This is an optimization exercise on Yosys and OpenROAD, whose aim is small area, not a production implementation.
Function was checked by simulation only, so behaviour that the tests miss may differ from the original.
Power is estimated from default activity; no workload was simulated.

<file path="design/flow/config.mk">
export PLATFORM = sky130hd
export DESIGN_NAME = spi_slave
export DESIGN_NICKNAME = spi_slave
export VERILOG_FILES = /design/flow/design.v
export SDC_FILE = /design/flow/constraint.sdc
export NUM_CORES = 4
export LEC_CHECK = 0
export CAP_MARGIN = 20
export CORE_MARGIN = 2
export CORE_UTILIZATION = 40
export SLEW_MARGIN = 20
</file>
<file path="design/flow/constraint.sdc">
create_clock -name core_clock -period 20.0 [get_ports {spi_clk}]
set_input_delay 4.0000 -clock core_clock [delete_from_list [all_inputs] [get_ports {spi_clk}]]
set_output_delay 4.0000 -clock core_clock [all_outputs]
set_load 0.01 [all_outputs]
</file>
<file path="design/flow/design.v">
module spi_slave (
    input  wire        rst_n,
    input  wire        spi_clk,
    input  wire        mosi,
    output reg         miso,
    input  wire        csb,
    input  wire        ldb,        
    input  wire [10:0] sensor_data_0,
    input  wire [10:0] sensor_data_1,
    input  wire [10:0] sensor_data_2,
    input  wire [10:0] sensor_data_3,
    input  wire [10:0] sensor_data_4,
    input  wire [10:0] sensor_data_5,
    input  wire [10:0] sensor_data_6,
    input  wire [10:0] sensor_data_7,
    input  wire [10:0] sensor_data_8,
    input  wire [10:0] sensor_data_9,
    input  wire [10:0] sensor_data_10,
    input  wire [10:0] sensor_data_11,
    input  wire [10:0] sensor_data_12,
    input  wire [10:0] sensor_data_13,
    input  wire [10:0] sensor_data_14,
    input  wire [10:0] sensor_data_15
);
    typedef enum reg [2:0] {
        IDLE       = 3'b000,   
        RW_BIT     = 3'b001,   
        ADDR_BITS  = 3'b010,   
        DATA_BITS  = 3'b100    
    } spi_state_t;
    spi_state_t current_state, next_state;
    reg [15:0] shift_reg;
    reg [4:0]  bit_counter;
    reg        read_mode;
    reg [3:0]  target_addr;
    reg [3:0]  addr_shift;
    reg [10:0] read_data_reg;
    reg        addr_received;
    reg        transaction_active;
    reg [10:0] internal_ram [0:15];
    integer i;
    always @(negedge spi_clk or negedge rst_n) begin
        if (!rst_n) begin
            current_state <= IDLE;
        end else if (csb) begin
            current_state <= IDLE;
        end else begin
            current_state <= next_state;
        end
    end
    always @(*) begin
        next_state = current_state;
        case (current_state)
            IDLE: begin
                if (!csb) begin
                    next_state = RW_BIT;
                end
            end
            RW_BIT: begin
                if (bit_counter >= 5'd0) begin
                    next_state = ADDR_BITS;
                end
            end
            ADDR_BITS: begin
                if (bit_counter > 5'd4) begin
                    next_state = DATA_BITS;
                end
            end
            DATA_BITS: begin
                if (bit_counter >= 5'd15) begin
                    next_state = RW_BIT;   
                end
            end
            default: begin
                next_state = IDLE;
            end
        endcase
    end
    always @(negedge spi_clk or negedge rst_n) begin
        if (!rst_n) begin
            shift_reg <= 16'b0;
            bit_counter <= 5'b0;
            transaction_active <= 1'b0;
            read_mode <= 1'b0;
            target_addr <= 4'b0;
            addr_shift <= 4'b0;
            read_data_reg <= 11'b0;
            addr_received <= 1'b0;
            for (i = 0; i < 16; i = i + 1) begin
                internal_ram[i] <= 11'h0;
            end
        end else if (csb) begin
            transaction_active <= 1'b0;
            bit_counter <= 5'b0;
            read_mode <= 1'b0;
            addr_received <= 1'b0;
            addr_shift <= 4'b0;
            target_addr <= 4'b0;
            shift_reg <= 16'b0;
            read_data_reg <= 11'b0;
        end else begin
            if (bit_counter <= 5'd4 && !ldb) begin
                internal_ram[0] <= sensor_data_0;
                internal_ram[1] <= sensor_data_1;
                internal_ram[2] <= sensor_data_2;
                internal_ram[3] <= sensor_data_3;
                internal_ram[4] <= sensor_data_4;
                internal_ram[5] <= sensor_data_5;
                internal_ram[6] <= sensor_data_6;
                internal_ram[7] <= sensor_data_7;
                internal_ram[8] <= sensor_data_8;
                internal_ram[9] <= sensor_data_9;
                internal_ram[10] <= sensor_data_10;
                internal_ram[11] <= sensor_data_11;
                internal_ram[12] <= sensor_data_12;
                internal_ram[13] <= sensor_data_13;
                internal_ram[14] <= sensor_data_14;
                internal_ram[15] <= sensor_data_15;
            end else begin
                case (current_state)
                    IDLE: begin
                        if (!transaction_active) begin
                            transaction_active <= 1'b1;
                            bit_counter <= 5'b0;
                            shift_reg <= 16'b0;
                            addr_received <= 1'b0;
                            addr_shift <= 4'b0;
                        end
                    end
                    RW_BIT: begin
                        if (bit_counter == 5'd0) begin
                            read_mode <= mosi;
                            addr_shift <= 4'b0000;
                        end
                        shift_reg <= {shift_reg[14:0], mosi};
                        bit_counter <= bit_counter + 1'b1;
                    end
                    ADDR_BITS: begin
                        if (bit_counter >= 5'd1 && bit_counter <= 5'd4) begin
                            addr_shift <= {addr_shift[2:0], mosi};
                            if (bit_counter == 5'd4) begin
                                target_addr <= {addr_shift[2:0], mosi};
                                addr_received <= 1'b1;
                                if (read_mode) begin
                                    read_data_reg <= internal_ram[{addr_shift[2:0], mosi}];
                                end
                            end
                        end
                        shift_reg <= {shift_reg[14:0], mosi};
                        bit_counter <= bit_counter + 1'b1;
                    end
                    DATA_BITS: begin
                        if (bit_counter == 5'd15) begin
                            if (!read_mode) begin
                                internal_ram[target_addr] <= {shift_reg[9:0], mosi};
                            end
                            bit_counter <= 5'b0;   
                        end else begin
                            shift_reg <= {shift_reg[14:0], mosi};
                            bit_counter <= bit_counter + 1'b1;
                        end
                    end
                    default: begin
                    end
                endcase
            end
        end
    end
    always @(posedge spi_clk or negedge rst_n) begin
        if (!rst_n) begin
            miso <= 1'b0;
        end else begin
            if (transaction_active && read_mode && !csb) begin
                if (addr_received) begin
                    if (bit_counter >= 5'd5 && bit_counter <= 5'd15) begin
                        case (bit_counter - 5'd5)
                            5'd0:  miso <= read_data_reg[10];
                            5'd1:  miso <= read_data_reg[9];
                            5'd2:  miso <= read_data_reg[8];
                            5'd3:  miso <= read_data_reg[7];
                            5'd4:  miso <= read_data_reg[6];
                            5'd5:  miso <= read_data_reg[5];
                            5'd6:  miso <= read_data_reg[4];
                            5'd7:  miso <= read_data_reg[3];
                            5'd8:  miso <= read_data_reg[2];
                            5'd9:  miso <= read_data_reg[1];
                            5'd10: miso <= read_data_reg[0];
                            default: miso <= 1'b0;
                        endcase
                    end else begin
                        miso <= 1'b0;
                    end
                end else begin
                    miso <= 1'b0;
                end
            end else begin
                miso <= 1'b0;
            end
        end
    end
endmodule
</file>
<file path="design/flow/run.sh">
#!/bin/bash
# synth_recipe.tcl (not shown) runs the flow's synth.tcl, then flattens the netlist and writes it again
# the make line also repeats each setting of config.mk as NAME=value (left out here)
make -C /OpenROAD-flow-scripts/flow DESIGN_CONFIG=/design/flow/config.mk WORK_HOME=/design/flow/orfs CLKGATE_MAP_FILE= SYNTH_SCRIPT=/design/flow/synth_recipe.tcl finish
</file>
==> results.yml, run 1 <==
synth:
  yosys-top-cells-area: "dfrtn_1, a21oi_1, nand2_1, o21ai_0, o21ai_1"
  ys.warnings.count: 2
  synth_nets: 1503
  async_reset_ff_share_pct: 100
  syn_area_um2: 11600
  ys_ff_latch: 216
  seq_area_frac_synth_pct: 46.8
  synth_largest_area_cell: "dfrtn_1"
  syn-instance-count: 1314
  avgSynthCellArea_um2: 8.80
  synth_ff_type: "dfrtn_1"
  synth_top_area_share_pct: 46.5
  synth_edf_count: 0
  ys_types: 78
clock_network:
  clk_pin_slew_ns: 0.04
  cts_buffer_depth: 3
  numCtsBuffers: 25
  ctsHoldBuffers: 0
  clk_latency_ns: 0.53
  htreeDepth: 1
  post_cts_buffers: 0
  cts_num_sinks: 216
  cts_tree: "yes"
  post_cts_resized: 0
  clockRootBuffer: "clkbuf_16"
timing:
  skew_ns: 0.00930
  fin_ws_ns: 3.53
  hold_viol_final: 0
  rsz0062_at_grt: "false"
  slew_headroom_pct: 17.9
  setup_tns_ns: 0
  tightest_slew_ns: 1.20
  setup_viol: 0
  slew_viol_final: 0
floorplan:
  pin_count: 182
  rows: 62
  die-area_um2: 30300
  die_w_um: 174
  fp.dieH_um: 174
  core-area_um2: 28500
  start_util_pct: 40.5
worst_setup_path:
  required_ns: 10.36
  worstPathArrival_ns: 6.83
  max_stage_delay_ns: 0.88
  path_class: "in2reg"
  cp_max_fo: 105
  worstSetupStartpointType: "primary input"
  cp_slowest_cell: "buf_4"
  cp-end-kind: "flip-flop"
  path_cells: "clkdlybuf4s50_1 > nor3_4 > buf_4 > nor2b_2 > a21oi_1 > o21ai_0"
global_routing:
  grt_pass1_vias: 10300
  grt_antenna_before_repair: 0
  grt_pass1_wl_um: 63000
  grt_overflow: 0
  grtUsageTotal_pct: 27.4
  grt_max_degree: 112
drt:
  vias: 10600
  ant_nets: 0
  via_per_inst: 5.79
  totalWireLength_um: 41800
  firstDrtPassIters: 5
  wire_per_inst_um: 22.8
  drt_iter0_markers: 1103
  post-route-drc-count: 0
placed_design:
  post-dp-hpwl_um: 29700
  port_buffers: 181
  routabilityCongestion: 0.938
  dp_slack_ns: 2.96
outcome:
  status: "no timing/DRC/antenna violations"
power:
  swShare_pct: 26.4
  pwr-share-seq_pct: 43.1
  p_leak_nw: 5.84
  p_int_uw: 888
  pwr-share-comb_pct: 13.6
  peakVddDrop_mv: 0.0504
  power_switching_uw: 318
  power_density_nw_per_um2: 83.6
  clock_power_share_pct: 43.2
cells_and_area:
  largest_reg_flops: 176
  drive_gt1_share_pct: 8.14
  nets: 1622
  antenna_cells: 0
  syn2layout_area_growth_pct: 24.8
run:
  max-cap-violations: 0
min_path:
  worstHoldPathType: "reg2reg"
-- synthesized netlist by cell type (8+ instances only) --
cell type,count
nor3_1,10
nand3_1,19
o2bb2ai_1,16
mux2i_1,12
inv_1,11
nand2_1,225
nor2b_1,29
dfrtn_1,215
o21ai_0,165
clkbuf_1,56
ha_1,8
a21oi_1,215
o21ai_1,49
nor2_1,27
a22o_1,18
buf_6,13
nor3b_1,9
a22oi_1,16
a2111oi_0,8
a32oi_1,10
buf_2,37
mux2_2,11
-- cells by family (layout without fill, tap and decap cells) --
family,Yosys count,after routing,synth area share (%)
AOI/OAI and AO/OA,552,552,27.7
and+or+nand+nor,378,378,15.7
muxes,27,27,2.89
adders and majority gates,8,8,0.866
DFF,216,216,46.8
buffers and inverters,133,269,6.08
-- layout by cell type, fill, tap and decap left out, types with 8 or more instances in the layout --
cell type	instances
mux2i_1	12
nand3_1	19
o2bb2ai_1	16
ha_1	8
clkdlybuf4s50_1	179
clkbuf_16	25
buf_4	29
mux2_2	11
a21oi_1	213
nor2_1	27
inv_1	11
nor3_1	10
o21ai_1	49
a22o_1	18
nand2_1	225
o21ai_0	165
nor3b_1	8
nor2b_1	20
dfrtn_1	215
a22oi_1	16
a32oi_1	10
-- critical path, delay by kind of cell --
kind,cells,cell delay (ns)
AND/OR/NAND/NOR,2,1.05
AO/OA/AOI/OAI,2,0.35
buffers and inverters,2,1.42
-- layer usage --
layer,wire [um],GRT usage [%],vias to the layer above,part of all wire [%]
met5,0,0,-,0
met4,2240,13.1,0,5.4
li1,-,-,4950,-
met2,19200,43.0,468,46
met3,2910,4.24,111,7.0
met1,17400,37.2,5094,42
-- worst paths after layout --
| path | end | from | slack [ns] | cells past startpoint |
|---|---|---|---|---|
| max in group asynchronous | internal_ram[7][5] | rst_n | 5.38 | 2 |
| worst min-delay path | shift_reg[9] | shift_reg[9] | 0.42 | 2 |
| min in group asynchronous | miso | rst_n | 3.64 | 1 |
| worst max-delay path | internal_ram[8][7] | ldb | 3.53 | 6 |
| worst max register to register | miso | bit_counter[0] | 7.96 | 7 |
| worst min register to register | shift_reg[9] | shift_reg[9] | 0.42 | 2 |
-- stage by stage --
stage | cell area, um^2 | util, % | hold slack, ns | power (mW) | instances
2_1_floorplan | 11600 | - | 0.402 | 0.598 | 1314
3_3_place_gp | 13500 | 47.1 | 0.414 | 0.686 | 1788
3_5_place_dp | 13500 | 47.2 | 0.423 | 0.689 | 1788
4_1_cts | 14400 | 50.4 | 0.423 | 1.21 | 1832
5_1_grt | 14400 | 50.5 | 0.446 | 1.25 | 1834
6_report | 14400 | 50.5 | 0.419 | 1.21 | 1834
-- cell type report --
type,instances,area [um^2]
Clock buffer,28,667
Clock inverter,16,265
Fill cell,2749,14100
Inverter,13,48.8
Multi-Input combinational cell,965,5500
Sequential cell,216,5410
Tap cell,384,480
Timing Repair Buffer,212,2060
-- power groups by stage --
stage / Combinational, mW / Clock, mW / Sequential (mW)
final: 0.164 / 0.521 / 0.520
after global routing: 0.182 / 0.546 / 0.523
after CTS: 0.164 / 0.527 / 0.519
after detailed placement: 0.163 / 0 / 0.526
after global placement: 0.161 / 0 / 0.526
after floorplan: 0.0917 / 0 / 0.506
==> run 2: changes to the inputs <==
==> design/flow/design.v (replaced) <==
module spi_slave (
    input  wire        rst_n,
    input  wire        spi_clk,
    input  wire        mosi,
    output reg         miso,
    input  wire        csb,
    input  wire        ldb,
    input  wire [10:0] sensor_data_0,
    input  wire [10:0] sensor_data_1,
    input  wire [10:0] sensor_data_2,
    input  wire [10:0] sensor_data_3,
    input  wire [10:0] sensor_data_4,
    input  wire [10:0] sensor_data_5,
    input  wire [10:0] sensor_data_6,
    input  wire [10:0] sensor_data_7,
    input  wire [10:0] sensor_data_8,
    input  wire [10:0] sensor_data_9,
    input  wire [10:0] sensor_data_10,
    input  wire [10:0] sensor_data_11,
    input  wire [10:0] sensor_data_12,
    input  wire [10:0] sensor_data_13,
    input  wire [10:0] sensor_data_14,
    input  wire [10:0] sensor_data_15
);
    wire [175:0] sensors = {sensor_data_15, sensor_data_14, sensor_data_13, sensor_data_12,
                            sensor_data_11, sensor_data_10, sensor_data_9,  sensor_data_8,
                            sensor_data_7,  sensor_data_6,  sensor_data_5,  sensor_data_4,
                            sensor_data_3,  sensor_data_2,  sensor_data_1,  sensor_data_0};
    reg  [3:0]  cnt;         
    reg         started;     
    reg         skip;        
    reg         active;      
    reg         rd;          
    reg  [3:0]  addr;        
    reg  [9:0]  sh;          
    reg         clr;         
    reg  [10:0] mem [0:15];
    wire load  = !csb && !ldb && (cnt <= 4'd4);
    wire step  = !csb && !load && started;    
    wire wr    = !csb && (cnt == 4'd15) && !rd;
    wire [10:0] wdata = {sh, mosi};
    reg  [3:0]  cnt_d;
    reg  [3:0]  addr_d;
    always @(*) begin
        cnt_d = cnt;
        if (csb)
            cnt_d = 4'd0;
        else if (step)
            cnt_d = cnt + 4'd1;
        addr_d = addr;
        if (step && cnt >= 4'd1 && cnt <= 4'd4)
            addr_d = {addr[2:0], mosi};
    end
    always @(posedge spi_clk or negedge rst_n) begin
        if (!rst_n) begin
            cnt     <= 4'd0;
            started <= 1'b0;
            skip    <= 1'b0;
            active  <= 1'b0;
            rd      <= 1'b0;
        end else begin
            cnt <= cnt_d;
            if (csb) begin
                started <= 1'b0;
                skip    <= 1'b0;
                active  <= 1'b0;
                rd      <= 1'b0;
            end else begin
                started <= 1'b1;
                if (!started && !load)
                    active <= 1'b1;
                if (started && cnt == 4'd0) begin
                    if (load)
                        skip <= 1'b1;
                    else begin
                        skip <= 1'b0;
                        if (!skip)
                            rd <= mosi;
                    end
                end
            end
        end
    end
    always @(posedge spi_clk or negedge rst_n) begin
        if (!rst_n)
            clr <= 1'b1;
        else
            clr <= 1'b0;
    end
    always @(posedge spi_clk) begin
        sh   <= {sh[8:0], mosi};
        addr <= addr_d;
    end
    genvar w;
    generate
        for (w = 0; w < 16; w = w + 1) begin : g_word
            wire we = wr && addr == w;
            wire [10:0] nxt = ({11{load}} & sensors[11*w +: 11])
                            | ({11{we}} & wdata)
                            | ({11{!load && !we && !clr}} & mem[w]);
            always @(posedge spi_clk)
                mem[w] <= nxt;
        end
    endgenerate
    wire [10:0] word = mem[addr_d];
    wire [3:0]  bidx = ~cnt_d;
    wire        miso_d = active && !csb && rd && (cnt_d >= 4'd5) && word[bidx];
    always @(posedge spi_clk or negedge rst_n) begin
        if (!rst_n)
            miso <= 1'b0;
        else
            miso <= miso_d;
    end
endmodule
==> design/flow/flow/run.sh (new file) <==
#!/bin/bash
# Standard layout, with the port buffers made of buf_1 cells and a clock tree
# built from small clock buffers.
set -euo pipefail
export BUFFER_PORTS_ARGS="-buffer_cell sky130_fd_sc_hd__buf_1"
bash standard.sh finish > flow_standard.log 2>&1
==> design/flow/standard.sh (new file) <==
#!/bin/bash
# synth_recipe.tcl (not shown) runs the flow's synth.tcl, then flattens the netlist and writes it again
# the make line also repeats each setting of config.mk as NAME=value (left out here)
make -C /OpenROAD-flow-scripts/flow DESIGN_CONFIG=/design/flow/config.mk WORK_HOME=/design/flow/orfs CLKGATE_MAP_FILE= SYNTH_SCRIPT=/design/flow/synth_recipe.tcl "${@:-finish}"
--- a/design/flow/config.mk
+++ b/design/flow/config.mk
@@ -8,4 +8,4 @@
 export CAP_MARGIN = 20
 export CORE_MARGIN = 2
-export CORE_UTILIZATION = 40
+export CORE_UTILIZATION = 55
 export SLEW_MARGIN = 20
removed: design/flow/run.sh
==> run 2 against run 1 <==
Net effect:
- via count is 14% lower
- routed wire length is 17% lower
- non-clock buffer count is 19 lower
- area after synthesis is 22% lower
==> results.yml, run 2 <==
min_path:
  min_to: "mem[0][8]"
  holdCritStartpoint: "mem[0][8]"
  hold_depth: 2
  worstHoldPathType: "reg2reg"
drt:
  drt_iter0_markers: 2247
  firstDrtPassIters: 15
  totalWireLength_um: 34600
  wire_per_inst_um: 26.0
  ant_nets: 0
  post-route-drc-count: 0
  vias: 9181
  via_per_inst: 6.89
run:
  max-cap-violations: 0
worst_setup_path:
  path_cells: "buf_1 > nand2b_1 > a21o_1 > nor2_8 > mux2_4 > a2111oi_0 > nand3_1 > o31ai_1 > o21a_1 > o311ai_1"
  ff2ff_path_depth: 11
  r2r-end: "miso"
  cp_num_buf_inv: 1
  cp_slowest_cell: "a2111oi_0"
  required_ns: 20.31
  max_stage_delay_ns: 0.74
  worstSetupStartpointType: "primary input"
  worstReg2RegStart: "cnt[0]"
  worstPathArrival_ns: 7.13
  cp-end-kind: "flip-flop"
  crit_family: "compound AO/OA/AOI/OAI gates"
  r2r_slack_ns: 15.98
  path_class: "in2reg"
  cp_max_fo: 18
cells_and_area:
  final_cell_mix: "a222oi_1, dfxtp_1, inv_1"
  drive_gt1_share_pct: 5.56
  layout_commonest_cell: "a222oi_1"
  fin_cells: 1332
  antenna_cells: 0
  regMostFlops: "mem"
  syn2layout_area_growth_pct: 13.7
  fin_util_pct: 64.0
  largest_reg_flops: 176
  fill_cells: 1436
  nets: 1288
timing:
  rsz0062_at_grt: "false"
  setup_tns_ns: 0
  tightest_slew_ns: 1.16
  slew_viol_final: 0
  skew_ns: 0.0144
  slew_headroom_pct: 22.6
  period_minus_slack_ns: 6.82
  hold_viol_final: 0
  finalCritPeriodShare_pct: 34.1
  fmax_mhz: 147
  setup_viol: 0
power:
  pwr-share-comb_pct: 17.7
  swShare_pct: 33.8
  p_int_uw: 659
  pwr-share-seq_pct: 47.4
  peakVddDrop_mv: 0.0577
  power_density_nw_per_um2: 97.5
  power_switching_uw: 336
  clock_power_share_pct: 34.9
  p_leak_nw: 4.69
clock_network:
  clk_latency_ns: 0.44
  numCtsBuffers: 17
  post_cts_buffers: 0
  cts_tree: "yes"
  clockRootBuffer: "clkbuf_16"
  cts_buffer_depth: 2
  clk_pin_slew_ns: 0.08
  ctsHoldBuffers: 0
  htreeDepth: 4
  cts_num_sinks: 200
  post_cts_resized: 0
synth:
  syn-instance-count: 994
  seq_area_frac_synth_pct: 45.2
  yosysMostFrequentCell: "a222oi_1"
  ys.warnings.count: 2
  synth_edf_count: 0
  synth_top_area_share_pct: 42.4
  ys_types: 61
  ys_top_cells_by_count: "a222oi_1, dfxtp_1, inv_1"
  synth_largest_area_cell: "dfxtp_1"
  ys_ff_latch: 200
  syn_area_um2: 8980
  synth_ff_type: "dfxtp_1"
  async_reset_ff_share_pct: 5.00
  yosys-top-cells-area: "dfxtp_1, a222oi_1, inv_1, clkbuf_1, a22oi_1"
  synth_nets: 1178
  avgSynthCellArea_um2: 9.03
floorplan:
  pin_count: 182
  core-area_um2: 15900
  start_util_pct: 56.3
  fp.dieH_um: 132
  rows: 46
  die_w_um: 132
  die-area_um2: 17400
placed_design:
  routabilityCongestion: 1.00
  numPlacedInstances: 1301
  post-dp-hpwl_um: 24400
  port_buffers: 181
outcome:
  status: "no timing/DRC/antenna violations"
global_routing:
  grt_antenna_before_repair: 0
  grt_pass1_vias: 8647
  grt_overflow: 0
  grt_pass1_wl_um: 51500
  grtUsageTotal_pct: 38.9
  grt_max_degree: 99
==> run 2: cell count changes after synthesis, sizes merged, moves of 33 or more <==
cell | previous run | this run
a21oi | 215 | 13
a222oi | 0 | 191
buf | 60 | 27
dfrtn | 215 | 0
dfxtp | 0 | 190
inv | 11 | 185
nand2 | 225 | 53
o21ai | 214 | 20
==> run 2: cell type report <==
| cell class | instances | area [um^2] | share of cell area [%] |
|---|---|---|---|
| Clock buffer | 17 | 425 | 4.17 |
| Clock inverter | 14 | 179 | 1.75 |
| Inverter | 185 | 694 | 6.80 |
| Sequential cell | 200 | 4060 | 39.7 |
| Multi-Input combinational cell | 507 | 3810 | 37.3 |
| Tap cell | 216 | 270 | 2.65 |
| Timing Repair Buffer | 193 | 769 | 7.54 |
==> run 2: worst reg2reg max path, stage by stage (launching register included) <==
cell      delay, ns
dfrtp_1        0.48
inv_1          0.12
ha_1           0.28
nor3b_2        0.19
nor3_2         0.76
nand3_1        0.32
o22ai_1        0.86
a221oi_1       0.25
nand4_1        0.13
o221ai_1       0.12
a211o_1        0.35
o311ai_1       0.08
==> run 2: logic make-up after synthesis <==
family	count (synthesis)	synth area share, %
compound gates	302	30.1
buf+inv	287	12.5
flops	200	45.2
simple gates	192	10.6
mux	6	0.794
fa+ha+maj	3	0.418
xor+xnor	3	0.293
other cells	1	0.0418
==> run 2: routing by layer <==
metal  GRT usage (%)  vias up  part of all wire [%]
met4            17.5        0                   4.3
met3            7.69      100                    12
met5               0        -                     0
li1                -     4023                     -
met2            62.3      723                    46
met1            51.0     4335                    38
==> run 2: power groups by stage <==
stage	registers, mW	clock network, mW	logic [mW]
detailed placement	0.478	0	0.169
global route	0.473	0.365	0.189
CTS	0.469	0.347	0.170
global placement	0.479	0	0.168
finish	0.471	0.347	0.176
floorplan	0.450	0	0.130
==> run 2: how the worst max path moves through the flow <==
stage	from	endpoint	slack, ns	depth (start not counted)
6_report	csb	miso	13.18	10
3_3_place_gp	csb	miso	12.71	10
5_1_grt	csb	miso	13.05	10
2_1_floorplan	csb	miso	13.89	10
3_5_place_dp	csb	miso	12.73	10
4_1_cts	csb	miso	13.19	10
==> run 2: stage by stage <==
stage / setup slack [ns] / total power [mW] / cell area, um^2 / hold WS [ns]
after floorplan: 13.89 / 0.580 / 8980 / 0.329
after global placement: 12.71 / 0.646 / 9590 / 0.453
after detailed placement: 12.73 / 0.647 / 9590 / 0.455
after CTS: 13.19 / 0.986 / 10200 / 0.474
after global routing: 13.05 / 1.03 / 10200 / 0.494
final: 13.18 / 0.995 / 10200 / 0.484
==> run 3: changes to the inputs <==
==> design/flow/run.sh (new file) <==
#!/bin/bash
# synth_recipe.tcl (not shown) runs the flow's synth.tcl, then flattens the netlist and writes it again
# the make line also repeats each setting of config.mk as NAME=value (left out here)
make -C /OpenROAD-flow-scripts/flow DESIGN_CONFIG=/design/flow/config.mk WORK_HOME=/design/flow/orfs CLKGATE_MAP_FILE= SYNTH_SCRIPT=/design/flow/synth_recipe.tcl finish
removed: design/flow/flow/run.sh
removed: design/flow/standard.sh
==> run 3 against run 2 <==
Net effect:
- combinational power rose by 18%
- clock power is essentially flat
- highest routed layer unchanged
- largest cell class unchanged
- still clean
- area after synthesis stayed put
==> results.yml, run 3 <==
floorplan:
  core-area_um2: 15900
  fp.dieH_um: 132
  rows: 46
  pin_count: 182
  die_w_um: 132
  die-area_um2: 17400
  start_util_pct: 56.3
clock_network:
  clk_pin_slew_ns: 0.08
  post_cts_resized: 0
  post_cts_buffers: 0
  cts_tree: "yes"
  numCtsBuffers: 17
  cts_buffer_depth: 2
  clockRootBuffer: "clkbuf_16"
  cts_num_sinks: 200
  htreeDepth: 4
  clk_latency_ns: 0.45
  ctsHoldBuffers: 0
global_routing:
  grt_pass1_wl_um: 53300
  grt_antenna_before_repair: 0
  grt_pass1_vias: 8960
  grt_overflow: 0
  grtUsageTotal_pct: 40.2
  grt_max_degree: 106
timing:
  slew_headroom_pct: 17.8
  rsz0062_at_grt: "false"
  setup_viol: 0
  fmax_mhz: 138
  whs_ns: 0.479
  setup_tns_ns: 0
  tightest_slew_ns: 1.23
  slew_viol_final: 0
  period_minus_slack_ns: 7.24
  skew_ns: 0.0119
  hold_viol_final: 0
  finalCritPeriodShare_pct: 36.2
drt:
  post-route-drc-count: 0
  firstDrtPassIters: 11
  wire_per_inst_um: 27.0
  ant_nets: 0
  vias: 9438
  via_per_inst: 7.10
  drt_iter0_markers: 2343
  totalWireLength_um: 35900
worst_setup_path:
  path_cells: "clkdlybuf4s50_1 > nand2b_1 > a21oi_4 > nand3_1 > o22ai_1 > a221oi_1 > nand4_1 > o221ai_1 > a211o_1 > o311ai_1"
  cp_slowest_cell: "o22ai_1"
  cp_num_buf_inv: 1
  cp_max_fo: 18
  max_stage_delay_ns: 1.00
  required_ns: 20.34
  crit_family: "compound AO/OA/AOI/OAI gates"
  path_class: "in2reg"
  cp-end-kind: "flip-flop"
  worstPathArrival_ns: 7.58
  worstSetupStartpointType: "primary input"
synth:
  ys_ff_latch: 200
  yosys-top-cells-area: "dfxtp_1, a222oi_1, inv_1, clkbuf_1, a22oi_1"
  synth_compound_area_share_pct: 30.1
  syn-instance-count: 994
  synth-xor-area-share_pct: 0.293
  synthMuxAreaShare_pct: 0.794
  synth_top_area_share_pct: 42.4
  syn_area_um2: 8980
  ys_types: 61
  synth_edf_count: 0
  avgSynthCellArea_um2: 9.03
  synth_top_family_by_area: "compound AO/OA/AOI/OAI gates"
  synth_largest_area_cell: "dfxtp_1"
  ys_top_cells_by_count: "a222oi_1, dfxtp_1, inv_1"
  synth_simple_gate_area_share_pct: 10.6
  synth_nets: 1178
  synth_ff_type: "dfxtp_1"
  yosysMostFrequentCell: "a222oi_1"
  ys.warnings.count: 2
  seq_area_frac_synth_pct: 45.2
  synth-adder-area-share_pct: 0.418
  async_reset_ff_share_pct: 5.00
cells_and_area:
  largest_reg_flops: 176
  drive_gt1_share_pct: 5.30
  layout_commonest_cell: "a222oi_1"
  final_cell_mix: "a222oi_1, dfxtp_1, inv_1"
  syn2layout_area_growth_pct: 26.1
  nets: 1286
  fin_util_pct: 71.0
  regMostFlops: "mem"
  antenna_cells: 0
  design_area_um2: 11300
power:
  power_density_nw_per_um2: 90.3
  p_leak_nw: 5.18
  peakVddDrop_mv: 0.0788
outcome:
  status: "no timing/DRC/antenna violations"
min_path:
  worstHoldPathType: "reg2reg"
run:
  max-cap-violations: 0
placed_design:
  routabilityCongestion: 0.986
  post-dp-hpwl_um: 25300
  port_buffers: 181
  placed_area_um2: 10700
==> run 3: cell families (layout without fill, tap and decap cells) <==
family                   count (synthesis)  after routing
AO/OA/AOI/OAI                          302            302
XOR/XNOR                                 3              3
adder cells (fa/ha/maj)                  3              3
buffers and inverters                  287            407
flip-flops                             200            200
multiplexers                             6              6
other                                    1              1
AND/OR/NAND/NOR                        192            192
==> run 3: through the flow <==
stage / setup slack [ns] / instances / total power, mW
global placement: 12.54 / 1299 / 0.672
detailed placement: 12.44 / 1299 / 0.673
finish: 12.76 / 1330 / 1.02
CTS: 12.88 / 1330 / 1.01
global route: 12.64 / 1330 / 1.05
floorplan: 13.89 / 994 / 0.580
==> run 3: tightest hold or removal path: stages (launching register included) <==
cell,delay (ns)
dfxtp_1,0.34
a222oi_1,0.07
inv_1,0.05
==> run 3: path summary, 6_finish.rpt <==
| check | end | cells after the start | startpoint | slack [ns] |
|---|---|---|---|---|
| setup / recovery | miso | 10 | csb | 12.76 |
| hold / removal | mem[0][10] | 2 | mem[0][10] | 0.48 |
| max in group asynchronous | miso | 1 | rst_n | 15.71 |
| hold reg to reg | mem[0][10] | 2 | mem[0][10] | 0.48 |
| setup reg to reg | miso | 11 | cnt[0] | 15.82 |
| min in group asynchronous | active | 1 | rst_n | 3.91 |
==> run 3: area by class of cell <==
type,instances,area [um^2]
Timing Repair Buffer,191,1890
Tap cell,216,270
Clock buffer,17,425
Clock inverter,14,175
Sequential cell,200,4060
Multi-Input combinational cell,507,3810
Fill cell,1267,4630
Inverter,185,694
==> run 3: per-layer routing <==
| metal | routed length (um) | track usage, % |
|---|---|---|
| met2 | 16700 | 66.6 |
| met3 | 4690 | 8.65 |
| met1 | 12600 | 50.0 |
| met4 | 1930 | 19.3 |
| met5 | 0 | 0 |
==> run 3: power by group <==
part           leakage, nW  internal, mW  switching, mW  total [mW]
registers             1.71         0.429         0.0401       0.469
clock network        0.292         0.170          0.177       0.347
logic                 3.18        0.0836          0.123       0.207
==> run 4: changes to the inputs <==
==> design/flow/flow/run.sh (new file) <==
#!/bin/bash
# Standard layout with three changes:
#  - synthesis is the standard flow's own script, with ABC run on an area-oriented script
#    (abc_area.script here) instead of ORFS's speed script;
#  - the port buffers are buf_1 cells;
#  - the clock tree is built from small clock buffers, without dummy loads.
set -euo pipefail
W=$PWD
export FLOW_WORK=$W
export MY_ABC_SCRIPT=$W/flow/abc_area.script
export BUFFER_PORTS_ARGS="-buffer_cell sky130_fd_sc_hd__buf_1"
export CTS_ARGS="-sink_clustering_enable -repair_clock_nets -dont_use_dummy_load -buf_list {sky130_fd_sc_hd__clkbuf_2 sky130_fd_sc_hd__clkbuf_4 sky130_fd_sc_hd__clkbuf_8}"
bash standard.sh SYNTH_SCRIPT=$W/flow/synth.tcl finish > flow_standard.log 2>&1
==> design/flow/flow/abc_area.script (new file) <==
&get -n
&st
&dch -f
&nf -a
&st
&dch -f
&nf -a
&put
==> design/flow/flow/synth.tcl (new file) <==
# The standard flow's synthesis script, with ABC given the script in MY_ABC_SCRIPT and no
# delay target. Everything else, registers included, is unchanged.
proc abc {args} {
  set i [lsearch $args -script]
  if {$i >= 0} { lset args [expr {$i+1}] $::env(MY_ABC_SCRIPT) }
  set i [lsearch $args -D]
  if {$i >= 0} { set args [lreplace $args $i [expr {$i+1}]] }
  yosys abc {*}$args
}
source $::env(FLOW_WORK)/synth_recipe.tcl
==> design/flow/standard.sh (new file) <==
#!/bin/bash
# synth_recipe.tcl (not shown) runs the flow's synth.tcl, then flattens the netlist and writes it again
# the make line also repeats each setting of config.mk as NAME=value (left out here)
make -C /OpenROAD-flow-scripts/flow DESIGN_CONFIG=/design/flow/config.mk WORK_HOME=/design/flow/orfs CLKGATE_MAP_FILE= SYNTH_SCRIPT=/design/flow/synth_recipe.tcl "${@:-finish}"
--- a/design/flow/config.mk
+++ b/design/flow/config.mk
@@ -8,4 +8,4 @@
 export CAP_MARGIN = 20
 export CORE_MARGIN = 2
-export CORE_UTILIZATION = 55
+export CORE_UTILIZATION = 40
 export SLEW_MARGIN = 20
removed: design/flow/run.sh
==> run 4 against run 3 <==
Net effect:
- area after synthesis is 11% lower
- register-to-register slack worse by 2.3 ns
- hold slack worse by 0.0098 ns
- routed wire length down 5.0%
- critical path depth increased by 3
- sequential share of layout area rose by 6.4 points
- synthesized cell count fell by 20%
- clock power fell by 42%
- maximum frequency down 22%
==> results.yml, run 4 <==
outcome:
  status: "no timing/DRC/antenna violations"
drt:
  wire_per_inst_um: 26.7
  drt_iter0_markers: 1757
  totalWireLength_um: 34100
  ant_nets: 0
  firstDrtPassIters: 12
  vias: 8371
  post-route-drc-count: 0
  via_per_inst: 6.54
synth:
  yosysMostFrequentCell: "dfxtp_1"
  synth_nets: 978
  ys_types: 37
  synth_largest_area_cell: "dfxtp_1"
  yosys-top-cells-area: "dfxtp_1, a222oi_1, clkinv_1, a22oi_1, dfrtp_1"
  ys_ff_latch: 200
  seq_area_frac_synth_pct: 50.8
  avgSynthCellArea_um2: 10.1
  synth_ff_type: "dfxtp_1"
  async_reset_ff_share_pct: 5.00
  syn-instance-count: 794
  synth_edf_count: 0
  syn_area_um2: 7990
  ys_top_cells_by_count: "dfxtp_1, clkinv_1, a222oi_1"
  ys.warnings.count: 2
  synth_top_area_share_pct: 47.6
clock_network:
  htreeDepth: 4
  clk_latency_ns: 0.47
  post_cts_buffers: 0
  ctsHoldBuffers: 0
  cts_num_sinks: 200
  numCtsBuffers: 17
  cts_tree: "yes"
  cts_buffer_depth: 2
  post_cts_resized: 0
  clockRootBuffer: "clkbuf_8"
  clk_pin_slew_ns: 0.08
floorplan:
  pin_count: 182
  rows: 51
  start_util_pct: 40.9
  core-area_um2: 19500
  die_w_um: 145
  fp.dieH_um: 145
  die-area_um2: 21100
timing:
  setup_tns_ns: 0
  fin_ws_ns: 10.68
  finalCritPeriodShare_pct: 46.6
  rsz0062_at_grt: "false"
  fmax_mhz: 107
  skew_ns: 0.0385
  period_minus_slack_ns: 9.32
  slew_headroom_pct: 18.1
  whs_ns: 0.469
  slew_viol_final: 0
  hold_viol_final: 0
  tightest_slew_ns: 1.22
  setup_viol: 0
cells_and_area:
  nets: 1200
  regArea_um2: 4060
  drive_gt1_share_pct: 6.21
  fill_cells: 1913
  fin_cells: 1279
  final_cell_mix: "dfxtp_1, clkinv_1, a222oi_1"
  antenna_cells: 0
  syn2layout_area_growth_pct: 20.1
  layout_commonest_cell: "dfxtp_1"
  largest_reg_flops: 176
  multiInputGateArea_um2: 3430
  regMostFlops: "mem"
power:
  peakVddDrop_mv: 0.0598
  power_density_nw_per_um2: 92.3
  p_leak_nw: 3.22
  power_uw: 886
worst_setup_path:
  cp-end-kind: "flip-flop"
  worstPathArrival_ns: 9.61
  max_stage_delay_ns: 1.18
  cp_slowest_cell: "nor4_2"
  path_class: "in2reg"
  cp_max_fo: 11
  worstSetupStartpointType: "primary input"
  required_ns: 20.29
  path_cells: "buf_1 > clkinv_1 > o311ai_0 > or4_1 > mux2i_2 > clkinv_1 > nor4_2 > a22oi_1 > nand4_1 > o221ai_1 > a22oi_1 > a21boi_0 > a2111oi_0"
placed_design:
  numPlacedInstances: 1262
  post-dp-hpwl_um: 23800
  routabilityCongestion: 0.979
  dp_slack_ns: 10.28
  port_buffers: 181
global_routing:
  grt_pass1_vias: 7884
  grt_antenna_before_repair: 1
  grt_overflow: 0
  grtUsageMet3_pct: 7.04
  grt_pass1_wl_um: 50000
  grtUsageTotal_pct: 31.4
  grt_max_degree: 97
  grt_busiest_layer: "met2"
  grt_util_met1_pct: 43.9
  use_met2_pct: 47.6
min_path:
  worstHoldPathType: "reg2reg"
run:
  max-cap-violations: 0
run 4: cell families after synthesis:
kind of cell	share of synthesized area (%)
other cells	0.0469
flops	50.8
simple gates	7.13
buf+inv	8.69
mux	0.642
fa+ha+maj	0.470
compound gates	32.1
xor+xnor	0.110
run 4: final cells by class:
type | instances | share of cell area (%)
clock buffers | 17 | 2.44
flip-flops and latches | 200 | 42.3
multi-input cells | 409 | 35.8
repair buffers | 203 | 8.80
inverters | 185 | 7.24
well taps | 265 | 3.46
run 4: power by group:
group          internal, mW  switching (mW)  total (mW)
Sequential            0.429          0.0359       0.465
Clock                0.0756           0.126       0.202
Combinational        0.0722           0.146       0.219
Total                 0.577           0.308       0.886
run 4: per-stage QoR:
| step | area (um^2) | util [%] |
|---|---|---|
| global route | 9590 | 49.1 |
| detailed placement | 9320 | 47.7 |
| global placement | 9270 | 47.5 |
| floorplan | 7990 | - |
| CTS | 9550 | 48.9 |
| finish | 9590 | 49.1 |
run 4: path summary, 6_finish.rpt:
kind	from	endpoint	slack, ns	cells after the start
min in group asynchronous	rst_n	skip	3.51	1
max in group asynchronous	rst_n	miso	16.08	1
setup / recovery	csb	miso	10.68	13
setup reg to reg	cnt[0]	miso	13.51	14
hold / removal	mem[1][10]	mem[1][10]	0.47	2
hold reg to reg	mem[1][10]	mem[1][10]	0.47	2
run 4: per-layer routing:
metal	up-vias	share of wire (%)
li1	3693	-
met1	4093	42
met2	520	44
met3	63	10
met4	2	3.1
met5	-	0.038
run 4: critical path: cells and delay by family:
kind | cells | cell delay (ns)
mux | 1 | 0.92
simple gates | 3 | 2.15
compound gates | 6 | 1.50
buf+inv | 3 | 1.04
==> run 5: changes to the inputs <==
--- a/design/flow/config.mk
+++ b/design/flow/config.mk
@@ -8,4 +8,4 @@
 export CAP_MARGIN = 20
 export CORE_MARGIN = 2
-export CORE_UTILIZATION = 40
+export CORE_UTILIZATION = 50
 export SLEW_MARGIN = 20
==> run 5 against run 4 <==
Net effect:
- still clean
- combinational power down 5%
- core utilization increased by 11 points
- critical endpoint unchanged
- maximum frequency up 3.6%
- largest power group unchanged
- global-route usage grew 8.1 points
- sequential power about the same
- count of clock-buffer cells in the layout is the same
==> results.yml, run 5 <==
global_routing:
  grtUsageTotal_pct: 39.5
  grt_max_degree: 101
  grt_pass1_vias: 8079
  grt_antenna_before_repair: 1
  grt_pass1_wl_um: 49100
  grt_overflow: 0
timing:
  slew_viol_final: 0
  setup_viol: 0
  setup_tns_ns: 0
  finalCritPeriodShare_pct: 45.0
  period_minus_slack_ns: 9.00
  rsz0062_at_grt: "false"
  slew_headroom_pct: 21.4
  skew_ns: 0.0363
  fmax_mhz: 111
  fin_ws_ns: 11.00
  hold_viol_final: 0
  tightest_slew_ns: 1.17
power:
  p_leak_nw: 3.25
  swShare_pct: 34.0
  p_int_uw: 576
  pwr-share-seq_pct: 53.6
  pwr-share-comb_pct: 23.8
  power_density_nw_per_um2: 91.6
  power_switching_uw: 297
  power_uw: 874
  clock_power_share_pct: 22.6
  peakVddDrop_mv: 0.0535
synth:
  synth_edf_count: 0
  synth_top_area_share_pct: 47.6
  syn-instance-count: 794
  ys.warnings.count: 2
  syn_area_um2: 7990
  yosys-top-cells-area: "dfxtp_1, a222oi_1, clkinv_1, a22oi_1, dfrtp_1"
  seq_area_frac_synth_pct: 50.8
  synth_ff_type: "dfxtp_1"
  avgSynthCellArea_um2: 10.1
  yosysMostFrequentCell: "dfxtp_1"
  ys_types: 37
  synth_nets: 978
  synth_largest_area_cell: "dfxtp_1"
  ys_ff_latch: 200
  ys_top_cells_by_count: "dfxtp_1, clkinv_1, a222oi_1"
  async_reset_ff_share_pct: 5.00
run:
  max-cap-violations: 0
cells_and_area:
  syn2layout_area_growth_pct: 19.4
  largest_reg_flops: 176
  final_cell_mix: "dfxtp_1, clkinv_1, a222oi_1"
  regMostFlops: "mem"
  fin_util_pct: 60.5
  layout_commonest_cell: "dfxtp_1"
  antenna_cells: 0
  fin_cells: 1236
  drive_gt1_share_pct: 6.76
  nets: 1206
placed_design:
  numPlacedInstances: 1219
  routabilityCongestion: 1.02
  port_buffers: 181
  post-dp-hpwl_um: 24400
  dp_slack_ns: 10.51
floorplan:
  die_w_um: 130
  die-area_um2: 17000
  core-area_um2: 15800
  pin_count: 182
  rows: 46
  start_util_pct: 50.7
  fp.dieH_um: 130
clock_network:
  clockRootBuffer: "clkbuf_8"
  numCtsBuffers: 17
  post_cts_buffers: 0
  ctsHoldBuffers: 0
  cts_tree: "yes"
  cts_num_sinks: 200
  post_cts_resized: 0
  htreeDepth: 4
  cts_buffer_depth: 2
  clk_pin_slew_ns: 0.08
  clk_latency_ns: 0.47
drt:
  vias: 8714
  wire_per_inst_um: 27.5
  firstDrtPassIters: 11
  drt_iter0_markers: 1804
  totalWireLength_um: 34000
  via_per_inst: 7.05
  post-route-drc-count: 0
  ant_nets: 0
worst_setup_path:
  r2r_slack_ns: 13.89
  cp_slowest_cell: "nor4_2"
  max_stage_delay_ns: 1.11
  worstReg2RegStart: "cnt[0]"
  worstPathArrival_ns: 9.30
  worstSetupStartpointType: "primary input"
  required_ns: 20.30
  crit_start: "csb"
  cp_max_fo: 11
  crit_family: "simple AND/OR/NAND/NOR gates"
  cp-end-kind: "flip-flop"
  path_cells: "buf_1 > clkinv_1 > o311ai_0 > or4_1 > mux2i_2 > clkinv_1 > nor4_2 > a22oi_1 > nand4_1 > o22ai_1 > a22oi_1 > a21boi_0 > a2111oi_0"
  path_class: "in2reg"
  cp_num_buf_inv: 3
outcome:
  status: "no timing/DRC/antenna violations"
min_path:
  worstHoldPathType: "reg2reg"
  holdCritStartpoint: "mem[15][10]"
## run 5: cell counts after synthesis
Identical to the previous run, type by type.
## run 5: worst min-delay path: stages (launching register included)
cell and delay [ns]:
dfxtp_1 0.34, a222oi_1 0.07, clkinv_1 0.05
## run 5: area by class of cell
type                    instances  area [um^2]
clock buffers                  17          234
well taps                     216          270
fillers                      1417         6230
inverters                     185          694
multi-input cells             409         3390
flip-flops and latches        200         4060
repair buffers                209          890
## run 5: power by group through the flow
stage,logic [mW],clock network [mW],registers (mW)
final,0.208,0.198,0.468
after global routing,0.222,0.214,0.469
after CTS,0.196,0.200,0.465
after detailed placement,0.195,0,0.473
after global placement,0.189,0,0.474
after floorplan,0.119,0,0.456
## run 5: worst paths after layout
path                                to  cells past startpoint
setup / recovery                  miso                     13
hold / removal             mem[15][10]                      2
setup reg to reg                  miso                     14
hold reg to reg            mem[15][10]                      2
max in group asynchronous         miso                      1
min in group asynchronous      started                      1
## run 5: metal layers
layer | GRT usage [%] | share of wire, %
met1 | 51.5 | 37
met5 | 0 | 0.029
met2 | 61.7 | 45
met4 | 20.6 | 5.3
met3 | 9.00 | 12
## run 5: cell families after synthesis
group	count (synthesis)	synth area share, %
AOI/OAI and AO/OA	288	32.1
muxes	5	0.642
DFF	200	50.8
xor gates and xnor gates	1	0.110
and+or+nand+nor	111	7.13
other	1	0.0469
adders and majority gates	3	0.470
buffers and inverters	185	8.69
## run 5: through the flow
step / hold slack, ns / cell area [um^2]
finish: 0.474 / 9540
detailed placement: 0.454 / 9250
global route: 0.495 / 9540
global placement: 0.445 / 9250
CTS: 0.474 / 9490
floorplan: 0.432 / 7990
==> run 6: changes to the inputs <==
--- a/design/flow/config.mk
+++ b/design/flow/config.mk
@@ -6,6 +6,7 @@
 export NUM_CORES = 4
 export LEC_CHECK = 0
-export CAP_MARGIN = 20
+export CAP_MARGIN = 0
 export CORE_MARGIN = 2
-export CORE_UTILIZATION = 50
-export SLEW_MARGIN = 20
+export CORE_UTILIZATION = 40
+export GPL_TIMING_DRIVEN = 0
+export SLEW_MARGIN = 0
==> run 6 against run 5 <==
Net effect:
- still clean on timing, DRC and antenna
- first-iteration DRC count increased by 1.7%
- worst setup slack got worse by 0.38 ns
- die area increased by 24%
- hold slack got worse by 0.0026 ns
- global-route usage decreased by 9.2 points
- area after synthesis unchanged
- critical path type unchanged
- highest routed layer is now met4
==> results.yml, run 6 <==
timing:
  setup_viol: 0
  fmax_mhz: 107
  finalCritPeriodShare_pct: 46.9
  skew_ns: 0.0396
  tightest_slew_ns: 1.32
  setup_tns_ns: 0
  rsz0062_at_grt: "false"
  hold_viol_final: 0
  slew_viol_final: 0
  fin_ws_ns: 10.62
  period_minus_slack_ns: 9.38
  slew_headroom_pct: 12.0
worst_setup_path:
  path_class: "in2reg"
  path_cells: "buf_1 > clkinv_1 > o311ai_0 > or4_1 > mux2i_1 > clkinv_1 > nor4_2 > a22oi_1 > nand4_1 > o22ai_1 > a22oi_1 > a21boi_0 > a2111oi_0"
  cp-end-kind: "flip-flop"
  worstSetupStartpointType: "primary input"
  cp_max_fo: 10
  cp_slowest_cell: "nor4_2"
  required_ns: 20.26
  max_stage_delay_ns: 0.99
  worstPathArrival_ns: 9.64
synth:
  async_reset_ff_share_pct: 5.00
  seq_area_frac_synth_pct: 50.8
  synth_largest_area_cell: "dfxtp_1"
  synth_top_area_share_pct: 47.6
  synth_nets: 978
  syn-instance-count: 794
  ys_top_cells_by_count: "dfxtp_1, clkinv_1, a222oi_1"
  yosys-top-cells-area: "dfxtp_1, a222oi_1, clkinv_1, a22oi_1, dfrtp_1"
  avgSynthCellArea_um2: 10.1
  ys_types: 37
  synth_edf_count: 0
  syn_area_um2: 7990
  ys.warnings.count: 2
  ys_ff_latch: 200
  synth_ff_type: "dfxtp_1"
  yosysMostFrequentCell: "dfxtp_1"
power:
  pwr-share-comb_pct: 25.4
  pwr-share-seq_pct: 51.8
  peakVddDrop_mv: 0.0671
  power_switching_uw: 305
  swShare_pct: 34.4
  p_int_uw: 582
  power_density_nw_per_um2: 91.7
  power_uw: 887
  p_leak_nw: 3.33
  clock_power_share_pct: 22.8
outcome:
  status: "no timing/DRC/antenna violations"
drt:
  wire_per_inst_um: 25.4
  drt_iter0_markers: 1834
  ant_nets: 0
  via_per_inst: 6.43
  totalWireLength_um: 32900
  firstDrtPassIters: 13
  vias: 8328
  post-route-drc-count: 0
cells_and_area:
  syn2layout_area_growth_pct: 21.1
  design_area_um2: 9670
  fin_cells: 1295
  layout_commonest_cell: "dfxtp_1"
  fill_cells: 1964
  nets: 1216
  multiInputGateArea_um2: 3360
  drive_gt1_share_pct: 7.48
  antenna_cells: 0
  regArea_um2: 4060
  regMostFlops: "mem"
  final_cell_mix: "dfxtp_1, clkinv_1, a222oi_1"
  largest_reg_flops: 176
floorplan:
  die_w_um: 145
  core-area_um2: 19500
  rows: 51
  die-area_um2: 21100
  pin_count: 182
  fp.dieH_um: 145
  start_util_pct: 40.9
clock_network:
  cts_num_sinks: 200
  ctsHoldBuffers: 0
  numCtsBuffers: 17
  post_cts_buffers: 0
  cts_tree: "yes"
  clk_latency_ns: 0.48
  cts_buffer_depth: 2
  clockRootBuffer: "clkbuf_8"
  clk_pin_slew_ns: 0.09
  post_cts_resized: 0
  htreeDepth: 4
global_routing:
  grt_antenna_before_repair: 0
  grtUsageTotal_pct: 30.3
  grt_pass1_wl_um: 48600
  grt_pass1_vias: 7909
  grt_overflow: 0
  grt_max_degree: 20
placed_design:
  dp_slack_ns: 10.27
  placed_area_um2: 9430
  routabilityCongestion: 0.950
  numPlacedInstances: 1278
  post-dp-hpwl_um: 23600
  port_buffers: 181
min_path:
  worstHoldPathType: "reg2reg"
run:
  max-cap-violations: 0
==> run 6: cell counts after synthesis <==
Identical to the previous run, type by type.
==> run 6: path summary, 6_finish.rpt <==
check,to,cells after the start,from,slack [ns]
max,miso,13,csb,10.62
min reg2reg,mem[5][10],2,mem[5][10],0.47
min in group asynchronous,cnt[2],1,rst_n,3.50
max in group asynchronous,cnt[3],1,rst_n,16.13
min,mem[5][10],2,mem[5][10],0.47
max reg2reg,miso,14,cnt[0],13.61
==> run 6: final cells by class <==
type / count / share of cell area [%]
sequential: 200 / 41.9
multi-input combinational: 409 / 34.8
timing repair buffer: 219 / 10.2
inverter: 185 / 7.18
tap: 265 / 3.43
clock buffer: 17 / 2.42
==> run 6: metal layers <==
layer  track usage, %  vias to the layer above  part of all wire (%)
met5                0                        -                     0
met4             10.6                        0                   3.2
met3             7.70                       54                    11
met2             47.5                      540                    45
met1             40.8                     4026                    41
li1                 -                     3708                     -
==> run 6: logic make-up (layout without fill, tap and decap cells) <==
kind of cell	count (synthesis)	after routing	share of synthesized area (%)
flops	200	200	50.8
compound gates	288	288	32.1
simple gates	111	111	7.13
fa+ha+maj	3	3	0.470
mux	5	5	0.642
xor+xnor	1	1	0.110
buf+inv	185	421	8.69
other cells	1	1	0.0469
==> run 6: worst max-delay path: cells and delay by family <==
family          cells  cell delay [ns]
simple gates        3             1.98
mux                 1             0.91
buf+inv             3             1.01
compound gates      6             1.74
==> run 6: power by group through the flow <==
stage	Clock (mW)	Sequential (mW)	Combinational, mW
after floorplan	0	0.456	0.119
after global placement	0	0.466	0.199
after detailed placement	0	0.467	0.219
after CTS	0.206	0.458	0.219
after global routing	0.222	0.462	0.238
final	0.202	0.460	0.225
==> run 6: through the flow <==
step / util, % / hold slack [ns]
after detailed placement: 48.3 / 0.450
after floorplan: - / 0.432
after CTS: 49.5 / 0.471
after global placement: 46.1 / 0.443
final: 49.5 / 0.471
after global routing: 49.5 / 0.492
==> run 7: changes to the inputs <==
--- a/design/flow/config.mk
+++ b/design/flow/config.mk
@@ -9,4 +9,3 @@
 export CORE_MARGIN = 2
 export CORE_UTILIZATION = 40
-export GPL_TIMING_DRIVEN = 0
 export SLEW_MARGIN = 0
==> run 7 against run 6 <==
Net effect:
- still clean
- register-to-register slack got worse by 0.06 ns
- total power down 1.6%
- sequential share of layout area increased by 0.65 points
- clock skew is 0.0046 ns higher
- routed wire length grew 3.7%
- synthesized cell count stayed put
- hold slack improved by 0.0036 ns
- sequential cell count unchanged
- cell count shrank 1.1%
- critical path type unchanged
- critical endpoint unchanged
- largest power group unchanged
==> results.yml, run 7 <==
timing:
  slew_viol_final: 0
  period_minus_slack_ns: 9.32
  rsz0062_at_grt: "false"
  tightest_slew_ns: 1.36
  whs_ns: 0.475
  setup_viol: 0
  slew_headroom_pct: 8.63
  skew_ns: 0.0442
  setup_tns_ns: 0
  finalCritPeriodShare_pct: 46.6
  fmax_mhz: 107
  hold_viol_final: 0
min_path:
  worstHoldPathType: "reg2reg"
synth:
  synth_ff_type: "dfxtp_1"
  avgSynthCellArea_um2: 10.1
  syn_area_um2: 7990
  ys_ff_latch: 200
  synth_top_area_share_pct: 47.6
  synth_edf_count: 0
  yosys-top-cells-area: "dfxtp_1, a222oi_1, clkinv_1, a22oi_1, dfrtp_1"
  ys_top_cells_by_count: "dfxtp_1, clkinv_1, a222oi_1"
  syn-instance-count: 794
  seq_area_frac_synth_pct: 50.8
  synth_nets: 978
  synth_largest_area_cell: "dfxtp_1"
  async_reset_ff_share_pct: 5.00
  yosysMostFrequentCell: "dfxtp_1"
  ys_types: 37
  ys.warnings.count: 2
global_routing:
  grt_antenna_before_repair: 0
  grt_overflow: 0
  grt_pass1_vias: 7719
  grt_pass1_wl_um: 49500
  grtUsageTotal_pct: 31.3
  grt_max_degree: 97
clock_network:
  htreeDepth: 4
  post_cts_resized: 0
  clk_latency_ns: 0.48
  cts_buffer_depth: 2
  clockRootBuffer: "clkbuf_8"
  numCtsBuffers: 17
  post_cts_buffers: 0
  cts_num_sinks: 200
  ctsHoldBuffers: 0
  clk_pin_slew_ns: 0.08
  cts_tree: "yes"
power:
  p_leak_nw: 3.25
  power_switching_uw: 299
  peakVddDrop_mv: 0.0608
  power_density_nw_per_um2: 91.7
  swShare_pct: 34.2
  pwr-share-comb_pct: 23.8
  clock_power_share_pct: 23.1
  pwr-share-seq_pct: 53.1
  p_int_uw: 575
placed_design:
  port_buffers: 181
  routabilityCongestion: 0.979
  numPlacedInstances: 1263
  post-dp-hpwl_um: 23800
cells_and_area:
  nets: 1202
  layout_commonest_cell: "dfxtp_1"
  antenna_cells: 0
  regMostFlops: "mem"
  fin_util_pct: 48.8
  drive_gt1_share_pct: 5.81
  largest_reg_flops: 176
  fin_cells: 1281
  syn2layout_area_growth_pct: 19.2
  final_cell_mix: "dfxtp_1, clkinv_1, a222oi_1"
worst_setup_path:
  worstSetupStartpointType: "primary input"
  path_cells: "buf_1 > clkinv_1 > o311ai_0 > or4_1 > mux2i_1 > clkinv_1 > nor4_2 > a22oi_1 > nand4_1 > o22ai_1 > a22oi_1 > a21boi_0 > a2111oi_0"
  path_class: "in2reg"
  cp_slowest_cell: "nor4_2"
  max_stage_delay_ns: 1.27
  crit_family: "simple AND/OR/NAND/NOR gates"
  cp_max_fo: 11
  required_ns: 20.32
  cp_num_buf_inv: 3
  cp-end-kind: "flip-flop"
  worstPathArrival_ns: 9.64
drt:
  firstDrtPassIters: 14
  post-route-drc-count: 0
  vias: 8304
  wire_per_inst_um: 26.6
  totalWireLength_um: 34100
  ant_nets: 0
  drt_iter0_markers: 1623
  via_per_inst: 6.48
floorplan:
  start_util_pct: 40.9
  pin_count: 182
  fp.dieH_um: 145
  core-area_um2: 19500
  die-area_um2: 21100
  die_w_um: 145
  rows: 51
outcome:
  status: "no timing/DRC/antenna violations"
run:
  max-cap-violations: 0
[run 7: cell count changes in the layout (fill, tap and decap cells not counted), sizes merged]
| cell | delta |
|---|---|
| buf | -14 |
[run 7: cell type report]
type                       instances  area, um^2
inverter                         185         694
tap                              265         332
multi-input combinational        409        3340
timing repair buffer             205         863
fill                            1907       10000
sequential                       200        4060
clock buffer                      17         234
[run 7: kinds of logic (layout without fill, tap and decap cells)]
family,Yosys count,after routing,share of synthesized area [%]
mux,5,5,0.642
flops,200,200,50.8
xor+xnor,1,1,0.110
other cells,1,1,0.0469
simple gates,111,111,7.13
buf+inv,185,407,8.69
fa+ha+maj,3,3,0.470
compound gates,288,288,32.1
[run 7: stage by stage]
step	cell area (um^2)	worst slack [ns]	total power [mW]
floorplan	7990	1.87	0.575
global placement	9270	10.37	0.671
detailed placement	9280	10.50	0.673
CTS	9520	10.95	0.870
global route	9520	10.38	0.909
finish	9520	10.68	0.873
[run 7: worst paths after layout]
check / start / endpoint / slack, ns / cells past startpoint
setup / recovery: csb / miso / 10.68 / 13
hold / removal: mem[15][3] / mem[15][3] / 0.47 / 2
setup reg to reg: cnt[0] / miso / 13.55 / 14
hold reg to reg: mem[15][3] / mem[15][3] / 0.47 / 2
max in group asynchronous: rst_n / cnt[3] / 16.06 / 1
min in group asynchronous: rst_n / cnt[2] / 3.53 / 1
[run 7: worst min-delay path, cell delays in order (launching register included)]
cell and delay, ns:
dfxtp_1 0.34, a222oi_1 0.07, clkinv_1 0.05
[run 7: metal layers]
layer	up-vias	share of wire (%)	GRT usage [%]
met4	0	3.2	10.3
met2	528	44	47.9
li1	3709	-	-
met3	59	11	6.95
met1	4008	41	43.8
met5	-	0	0
[run 7: power by group through the flow]
stage / Clock [mW] / Sequential [mW] / Combinational, mW
detailed placement: 0 / 0.471 / 0.202
floorplan: 0 / 0.456 / 0.119
CTS: 0.205 / 0.462 / 0.203
finish: 0.201 / 0.464 / 0.208
global placement: 0 / 0.473 / 0.198
global route: 0.220 / 0.467 / 0.222
==> run 8: changes to the inputs <==
--- a/design/flow/flow/run.sh
+++ b/design/flow/flow/run.sh
@@ -9,4 +9,5 @@
 export FLOW_WORK=$W
 export MY_ABC_SCRIPT=$W/flow/abc_area.script
+export MY_ABC_DONT_USE="sky130_fd_sc_hd__nor4_1 sky130_fd_sc_hd__nor4_2 sky130_fd_sc_hd__nor4_4 sky130_fd_sc_hd__nand4_1 sky130_fd_sc_hd__nor3_1 sky130_fd_sc_hd__nor4b_1 sky130_fd_sc_hd__nor4bb_1"
 export BUFFER_PORTS_ARGS="-buffer_cell sky130_fd_sc_hd__buf_1"
 export CTS_ARGS="-sink_clustering_enable -repair_clock_nets -dont_use_dummy_load -buf_list {sky130_fd_sc_hd__clkbuf_2 sky130_fd_sc_hd__clkbuf_4 sky130_fd_sc_hd__clkbuf_8}"
==> design/flow/flow/synth.tcl (replaced) <==
# The standard flow's synthesis script, with ABC given the script in MY_ABC_SCRIPT, no
# delay target, and the weak multi-input NOR/NAND cells in MY_ABC_DONT_USE
# kept out of its mapping. Everything else, registers included, is unchanged.
proc abc {args} {
  set i [lsearch $args -script]
  if {$i >= 0} { lset args [expr {$i+1}] $::env(MY_ABC_SCRIPT) }
  set i [lsearch $args -D]
  if {$i >= 0} { set args [lreplace $args $i [expr {$i+1}]] }
  foreach c $::env(MY_ABC_DONT_USE) { lappend args -dont_use $c }
  yosys abc {*}$args
}
source $::env(FLOW_WORK)/synth_recipe.tcl
==> run 8 against run 7 <==
Net effect:
- core utilization is 1.3 points lower
- critical path depth stayed put
- hold slack better by 0.012 ns
==> results.yml, run 8 <==
cells_and_area:
  regMostFlops: "mem"
  fin_cells: 1295
  fin_util_pct: 47.5
  nets: 1211
  largest_reg_flops: 176
  layout_commonest_cell: "dfxtp_1"
  final_cell_mix: "dfxtp_1, clkinv_1, a222oi_1"
  antenna_cells: 0
  drive_gt1_share_pct: 3.71
  syn2layout_area_growth_pct: 17.2
clock_network:
  clk_latency_ns: 0.49
  clk_pin_slew_ns: 0.08
  clockRootBuffer: "clkbuf_8"
  cts_buffer_depth: 2
  numCtsBuffers: 17
  ctsHoldBuffers: 0
  htreeDepth: 4
  post_cts_resized: 0
  post_cts_buffers: 0
  cts_num_sinks: 200
  cts_tree: "yes"
synth:
  async_reset_ff_share_pct: 5.00
  syn-instance-count: 808
  synth_nets: 992
  ys_top_cells_by_count: "dfxtp_1, clkinv_1, a222oi_1"
  synth_largest_area_cell: "dfxtp_1"
  yosysMostFrequentCell: "dfxtp_1"
  synth_top_area_share_pct: 46.9
  syn_area_um2: 8110
  ys.warnings.count: 2
  ys_ff_latch: 200
  avgSynthCellArea_um2: 10.0
  seq_area_frac_synth_pct: 50.0
  ys_types: 43
  synth_ff_type: "dfxtp_1"
  yosys-top-cells-area: "dfxtp_1, a222oi_1, clkinv_1, a22oi_1, dfrtp_1"
  synth_edf_count: 0
timing:
  setup_viol: 0
  tightest_slew_ns: 1.18
  slew_viol_final: 0
  setup_tns_ns: 0
  hold_viol_final: 0
  fmax_mhz: 131
  finalCritPeriodShare_pct: 38.3
  rsz0062_at_grt: "false"
  slew_headroom_pct: 21.2
  whs_ns: 0.487
  period_minus_slack_ns: 7.66
  skew_ns: 0.0450
power:
  pwr-share-seq_pct: 55.5
  p_int_uw: 569
  peakVddDrop_mv: 0.0389
  swShare_pct: 32.7
  pwr-share-comb_pct: 20.5
  p_leak_nw: 3.30
  power_switching_uw: 276
  clock_power_share_pct: 24.0
  power_density_nw_per_um2: 88.8
  power_uw: 844
drt:
  drt_iter0_markers: 1778
  firstDrtPassIters: 10
  totalWireLength_um: 34700
  post-route-drc-count: 0
  ant_nets: 0
  vias: 8466
  via_per_inst: 6.54
  wire_per_inst_um: 26.8
worst_setup_path:
  cp-end-kind: "flip-flop"
  worstPathArrival_ns: 7.98
  worstSetupStartpointType: "primary input"
  cp_max_fo: 13
  cp_slowest_cell: "o21ai_0"
  crit_family: "compound AO/OA/AOI/OAI gates"
  required_ns: 20.32
  max_stage_delay_ns: 0.68
  path_class: "in2reg"
  cp_num_buf_inv: 3
  path_cells: "buf_1 > clkinv_1 > o311a_1 > and2_0 > o21ai_0 > clkinv_1 > and3_1 > a22o_1 > a221oi_1 > a31oi_1 > nor3b_1 > o21a_1 > a221oi_1"
global_routing:
  grt_pass1_wl_um: 49800
  grt_busiest_layer: "met2"
  grt_util_met1_pct: 42.6
  grtUsageMet3_pct: 4.75
  grt_pass1_vias: 7892
  grt_antenna_before_repair: 0
  grt_overflow: 0
  use_met2_pct: 50.7
  grt_max_degree: 98
  grtUsageTotal_pct: 31.4
floorplan:
  core-area_um2: 20000
  pin_count: 182
  die-area_um2: 21400
  start_util_pct: 40.5
  rows: 52
  fp.dieH_um: 146
  die_w_um: 146
outcome:
  status: "no timing/DRC/antenna violations"
run:
  max-cap-violations: 0
min_path:
  worstHoldPathType: "reg2reg"
placed_design:
  numPlacedInstances: 1278
  port_buffers: 181
  routabilityCongestion: 0.972
  post-dp-hpwl_um: 24700
==> run 8: changes by cell type in the layout (fill, tap and decap cells not counted), moves of 12 or more <==
cell	change
a22oi_1	-27
nand4_1	-19
and3_1	+17
nor4_2	-17
and4_1	+14
a221oi_1	+13
a22o_1	+12
==> run 8: layout make-up <==
cell class                      count  area (um^2)
Fill cell                        2008        10500
Sequential cell                   200         4060
Multi-Input combinational cell    419         3350
Timing Repair Buffer              200          822
Inverter                          189          709
Tap cell                          270          338
Clock buffer                       17          234
==> run 8: kinds of logic (layout without fill, tap and decap cells) <==
kind of cell	count (synthesis)	in the layout	synth area share [%]
compound gates	300	300	32.9
xor+xnor	1	1	0.108
fa+ha+maj	3	3	0.463
buf+inv	189	406	8.75
flops	200	200	50.0
mux	1	1	0.139
other cells	1	1	0.0462
simple gates	113	113	7.57
==> run 8: per-layer routing <==
metal  wire, um  part of all wire, %
met3       3540                   10
met1      14100                   41
met4       1110                  3.2
met2      16000                   46
met5          0                    0
==> run 8: worst paths after layout <==
path                            slack [ns]   startpoint           to  cells after the start
worst max register to register       15.37       cnt[0]         miso                     14
worst min register to register        0.49  mem[10][10]  mem[10][10]                      2
worst min-delay path                  0.49  mem[10][10]  mem[10][10]                      2
max in group asynchronous            16.08        rst_n       cnt[1]                      1
worst max-delay path                 12.34          csb         miso                     13
min in group asynchronous             3.51        rst_n         miso                      1
==> run 8: tightest hold or removal path, delay by kind of cell, from the launching register on <==
family	cells	cell delay, ns
compound gates	1	0.07
flops	1	0.34
buf+inv	1	0.05
==> run 8: metrics by stage <==
step                setup WS (ns)  instance area (um^2)
CTS                         12.54                  9510
global route                12.01                  9510
finish                      12.34                  9510
detailed placement          12.03                  9280
global placement            12.31                  9280
floorplan                    5.34                  8110
==> run 8: power groups by stage <==
stage | combinational [mW] | clock [mW] | sequential (mW)
5_1_grt | 0.186 | 0.221 | 0.470
3_3_place_gp | 0.166 | 0 | 0.477
4_1_cts | 0.169 | 0.207 | 0.467
3_5_place_dp | 0.168 | 0 | 0.476
2_1_floorplan | 0.111 | 0 | 0.456
6_report | 0.173 | 0.202 | 0.469

-- re-timing with driven ports --
No port has a modelled driver above. Below, the same layouts with a new extraction and two added sets of constraints. Step 1 assumes that a clkbuf_16 drives the clock port and a buf_2 every other input. Step 2 times the ports against the registers' clock, not the clock port: input delays grow and output delays shrink by t, the midpoint of the rising clock arrivals with the driver on. a / b / c = ideal ports / drivers / drivers and shift; a / b = the first two.
run	shift t [ns]	slack for setup (ns)	worst setup path after step 2	worst register clock-pin slew, ns
run 2	0.483	13.183 / 13.205 / 12.722	input to register	0.08 / 0.08
run 3	0.484	12.759 / 12.781 / 12.296	input to register	0.08 / 0.08
run 4	0.493	10.678 / 10.699 / 10.206	input to register	0.11 / 0.11
run 5	0.493	10.999 / 11.020 / 10.527	input to register	0.11 / 0.11
run 6	0.500	10.620 / 10.642 / 10.142	input to register	0.11 / 0.11
run 7	0.494	10.680 / 10.701 / 10.207	input to register	0.11 / 0.11
run 8	0.511	12.340 / 12.357 / 11.846	input to register	0.12 / 0.12
After both steps every run listed still meets setup and hold. The setup slack of run 8, which loses most, moves by +0.017 ns with the drivers and by -0.494 ns with both steps.
